Source: an optimization exercise on an open RTL-to-GDS flow (aim: small area). Production flows keep margins and buffers that such runs may drop. Function was checked by simulation only, so behaviour that the tests miss may differ from the original. The clock port is modelled as an ideal driver; clocking choices that lean on that would not hold on a real chip. No activity file was given, so power comes from the tool's default toggle rates.

==> flow/design.v <==
module m_spi # (
    parameter   [31:00]         USER_CLK_RATE    = 32'd100_000_000  ,
    parameter   [31:00]         SPI_CLK_RATE     = 32'd2_500_000    ,
    parameter   [00:00]         MCS_VALID_LEVEL  = 0                ,
    parameter   [01:00]         SCK_MODE         = 2'b01            ,
    parameter   [15:00]         AWIDTH           = 16               ,
    parameter   [15:00]         DWIDTH           = 8
) (
    input                       user_clk                            ,
    input                       user_rst                            ,
    input                       i_rd_evt                            ,
    input                       i_wr_evt                            ,
    input       [DWIDTH-1:0]    i_wr_data                           ,
    input       [AWIDTH-1:0]    i_addr                              ,
    output reg                  o_rd_evt                            ,
    output reg  [DWIDTH-1:0]    o_rd_data                           ,
    output                      o_rw_done_evt                       ,
    output reg                  mcs                                 ,
    output reg                  sclk                                ,
    output                      mosi                                ,
    input                       miso
);
    reg                 busy     ;  
    reg     [4:0]       cnt_div  ;  
    reg     [4:0]       cnt_bit  ;  
    reg                 rw_mode  ;  
    reg     [23:0]      sreg     ;
    wire    idle     = ~busy;
    wire    div_last  = cnt_div[4] & ~cnt_div[1] & ~cnt_div[0];              
    wire    div_first = ~cnt_div[2] & ~cnt_div[1] & ~cnt_div[0];             
    wire    half_end = busy & div_last;
    wire    fall     = half_end & sclk;
    wire    at_end   = cnt_bit[4] & cnt_bit[3] & cnt_bit[0];     
    wire    closing  = busy & at_end;
    wire    bit_zero = (cnt_bit == 5'd0);
    wire    shift    = fall & ~bit_zero;
    wire    sample   = busy & sclk & div_first & (cnt_bit[4:1] != 4'd0);
    wire    req      = i_wr_evt | i_rd_evt;
    wire    [4:0] cnt_bit_nx = idle ? 5'd0 : cnt_bit + {4'd0, fall};
    assign  o_rw_done_evt = idle & mcs & at_end;
    assign  mosi = busy & ~at_end & (bit_zero ? rw_mode : sreg[23]);
    always @(posedge user_clk) begin
        cnt_bit <= cnt_bit_nx;
        cnt_div <= idle | div_last ? 5'd0 : {cnt_div[3:0], ~(cnt_div[4] ^ cnt_div[1])};
        if (idle)
            rw_mode <= i_rd_evt;
    end
    wire    hold_hi = busy & ~shift;
    wire    hold_lo = busy & ~sample;
    always @(posedge user_clk) begin
        sreg[23:1] <= ({{16{idle}}, {7{idle & ~i_rd_evt}}} & {i_addr, i_wr_data[7:1]})
                    | ({23{shift}} & sreg[22:0])
                    | ({23{hold_hi}} & sreg[23:1]);
        sreg[0]    <= (idle & ~i_rd_evt & i_wr_data[0])
                    | (sample & miso)
                    | (hold_lo & sreg[0]);
    end
    always @(posedge user_clk or posedge user_rst) begin
        if (user_rst) begin
            busy          <= 1'b0;
            sclk          <= 1'b0;
            mcs           <= 1'b0;
            o_rd_evt      <= 1'b0;
            o_rd_data     <= 8'h0;
        end else begin
            busy          <= idle ? req : ~at_end;
            sclk          <= sclk ^ half_end;
            mcs           <= idle ? ~i_wr_evt : (cnt_bit[4] & cnt_bit[3] & (cnt_bit[0] | fall));
            o_rd_evt      <= o_rw_done_evt & rw_mode;
            if (closing & rw_mode)
                o_rd_data <= sreg[8:1];
        end
    end
endmodule
clock: 5.0 ns
lec_check: 0
cap_margin: 20
core_margin: 2
core_utilization: 40
place_density: 0.9
slew_margin: 20
standard.sh (not shown) runs the stock make flow with config.mk's settings and CLKGATE_MAP_FILE= SYNTH_SCRIPT=/design/flow/synth_recipe.tcl, a recipe that flattens the netlist after the stock synthesis.
==> flow/flow/run.sh <==
#!/bin/bash
# Layout flow: the standard ORFS flow (standard.sh) with changes that only affect
# cell area:
#  * synthesis uses the standard synthesis script, except that ABC maps the combinational
#    logic with an area-oriented script (flow/abc_area.script) and adders are left to ABC
#    (ADDER_MAP_FILE empty); flip-flop mapping (dfflibmap) and everything else is
#    unchanged, so the registers are the same;
#  * ports are buffered with sky130_fd_sc_hd__buf_1 instead of the default buffer;
#  * the clock tree is 4 balanced buffers (buf_4), each driving the flip-flops of one
#    group of nearby flip-flops, inserted before CTS (flow/clkins_hook.tcl), in place
#    of TritonCTS's H-tree.
set -euo pipefail
here=$(pwd)
sed 's#log_cmd abc {\*}\$abc_args#log_cmd abc {*}[lreplace $abc_args 1 1 '"$here"'/flow/abc_area.script]#' \
    "$FLOW_HOME/scripts/synth.tcl" > "$here/area_synth_core.tcl"
grep -q 'abc_area.script' "$here/area_synth_core.tcl"
sed "s#\$::env(SCRIPTS_DIR)/synth.tcl#$here/area_synth_core.tcl#" synth_recipe.tcl > "$here/area_synth.tcl"
grep -q 'area_synth_core.tcl' "$here/area_synth.tcl"
bash standard.sh SYNTH_SCRIPT="$here/area_synth.tcl" ADDER_MAP_FILE= \
    "BUFFER_PORTS_ARGS=-buffer_cell sky130_fd_sc_hd__buf_1" \
    PRE_CTS_TCL="$here/flow/clkins_hook.tcl" \
    finish > "$here/flow_make.log" 2>&1
test -f out/final.def
Other scripts of this flow, unchanged in this note and not shown: flow/flow/abc_area.script, flow/flow/clkins_hook.tcl
Next try:
==> flow/design.v (replaced) <==
module m_spi # (
    parameter   [31:00]         USER_CLK_RATE    = 32'd100_000_000  ,
    parameter   [31:00]         SPI_CLK_RATE     = 32'd2_500_000    ,
    parameter   [00:00]         MCS_VALID_LEVEL  = 0                ,
    parameter   [01:00]         SCK_MODE         = 2'b01            ,
    parameter   [15:00]         AWIDTH           = 16               ,
    parameter   [15:00]         DWIDTH           = 8
) (
    input                       user_clk                            ,
    input                       user_rst                            ,
    input                       i_rd_evt                            ,
    input                       i_wr_evt                            ,
    input       [DWIDTH-1:0]    i_wr_data                           ,
    input       [AWIDTH-1:0]    i_addr                              ,
    output reg                  o_rd_evt                            ,
    output reg  [DWIDTH-1:0]    o_rd_data                           ,
    output                      o_rw_done_evt                       ,
    output reg                  mcs                                 ,
    output reg                  sclk                                ,
    output reg                  mosi                                ,
    input                       miso
);
    localparam integer RING_N = 23;
    localparam integer RING_T = 22;
    localparam integer RING_W = 21;
    reg                 busy     ;  
    reg     [4:0]       cnt_div  ;  
    reg     [4:0]       cnt_bit  ;  
    reg                 rw_mode  ;  
    reg     [RING_N-1:0] ring    ;
    reg                 bit0     ;  
    wire    idle     = ~busy;
    wire    div_last  = cnt_div[4] & ~cnt_div[1] & ~cnt_div[0];              
    wire    div_first = ~cnt_div[2] & ~cnt_div[1] & ~cnt_div[0];             
    wire    half_end = busy & div_last;
    wire    fall     = half_end & sclk;
    wire    at_end   = cnt_bit[4] & cnt_bit[3] & cnt_bit[0];     
    wire    closing  = busy & at_end;
    wire    fall_24  = cnt_bit[4] & cnt_bit[2] & cnt_bit[1] & cnt_bit[0];   
    wire    fall_25  = cnt_bit[4] & cnt_bit[3];                              
    wire    sample   = busy & sclk & div_first & (cnt_bit != 5'd0);
    wire    req      = i_wr_evt | i_rd_evt;
    wire    [4:0] cnt_bit_nx = idle ? 5'd0 : cnt_bit + {4'd0, fall};
    assign  o_rw_done_evt = idle & mcs & at_end;
    wire    [23:0]  frame = {i_addr, i_wr_data & {8{~i_rd_evt}}};    
    reg     [RING_N-1:0] ring_ld;
    integer k;
    always @(*) begin
        ring_ld = {RING_N{1'b0}};
        for (k = 1; k <= 23; k = k + 1)
            ring_ld[(RING_T + 1 + 40 * RING_N - 40 * k) % RING_N] = frame[24 - k];
    end
    integer p;
    always @(posedge user_clk) begin
        cnt_bit <= cnt_bit_nx;
        cnt_div <= idle | div_last ? 5'd0 : {cnt_div[3:0], ~(cnt_div[4] ^ cnt_div[1])};
        if (idle) begin
            rw_mode <= i_rd_evt;
            bit0    <= frame[0];
        end
        for (p = 0; p < RING_N; p = p + 1)
            if (idle)
                ring[p] <= ring_ld[p];
            else if (p == RING_W && sample)
                ring[p] <= miso;
            else
                ring[p] <= ring[(p + RING_N - 1) % RING_N];
    end
    always @(posedge user_clk or posedge user_rst) begin
        if (user_rst) begin
            busy          <= 1'b0;
            sclk          <= 1'b0;
            mcs           <= 1'b0;
            mosi          <= 1'b0;
            o_rd_evt      <= 1'b0;
            o_rd_data     <= 8'h0;
        end else begin
            busy          <= idle ? req : ~at_end;
            sclk          <= sclk ^ half_end;
            mcs           <= idle ? ~i_wr_evt : (cnt_bit[4] & cnt_bit[3] & (cnt_bit[0] | fall));
            if (idle)
                mosi <= i_rd_evt;
            else if (fall)
                mosi <= ~fall_25 & (fall_24 ? bit0 : ring[RING_T]);
            o_rd_evt      <= o_rw_done_evt & rw_mode;
            if (closing & rw_mode)
                for (k = 18; k <= 25; k = k + 1)
                    o_rd_data[25 - k] <= ring[(RING_W + 1019 + 40 * RING_N - 40 * k) % RING_N];
        end
    end
endmodule
Effect: Total power decreases by about 2.6%. Routed wire length came out lower by 6.2%. Via count drops by 11%. Global-route usage went down by 0.61 points. Worst hold slack gets worse by 7.1 ps. Worst setup slack gets better by 680 ps. Area after synthesis shrinks by about 3%. Combinational power is lower by 15%. Final cell count went down by 4.3%. Die area drops by about 3%. Flip-flop and latch count climbs by 1.

-- static timing again, ports no longer ideal --
The results above use ideal ports. As a check the final layouts listed here were re-extracted and re-timed, cells and wires unchanged. Step 1 assumes that a clkbuf_16 drives the clock port and a buf_2 every other input. Step 2 times the ports against the registers' clock, not the clock port: input delays grow and output delays shrink by t, the midpoint of the rising clock arrivals with the driver on. Three values: no drivers, after step 1, after step 2; two values: the first two.
run | shift t [ns] | slack for setup (ns) | worst slew at a driven data input, ns
the first run | 0.181 | 1.687 / 1.687 / 1.687 | 0.03
the second run | 0.190 | 2.363 / 2.352 / 2.363 | 0.03
After both steps every run listed still meets setup and hold.
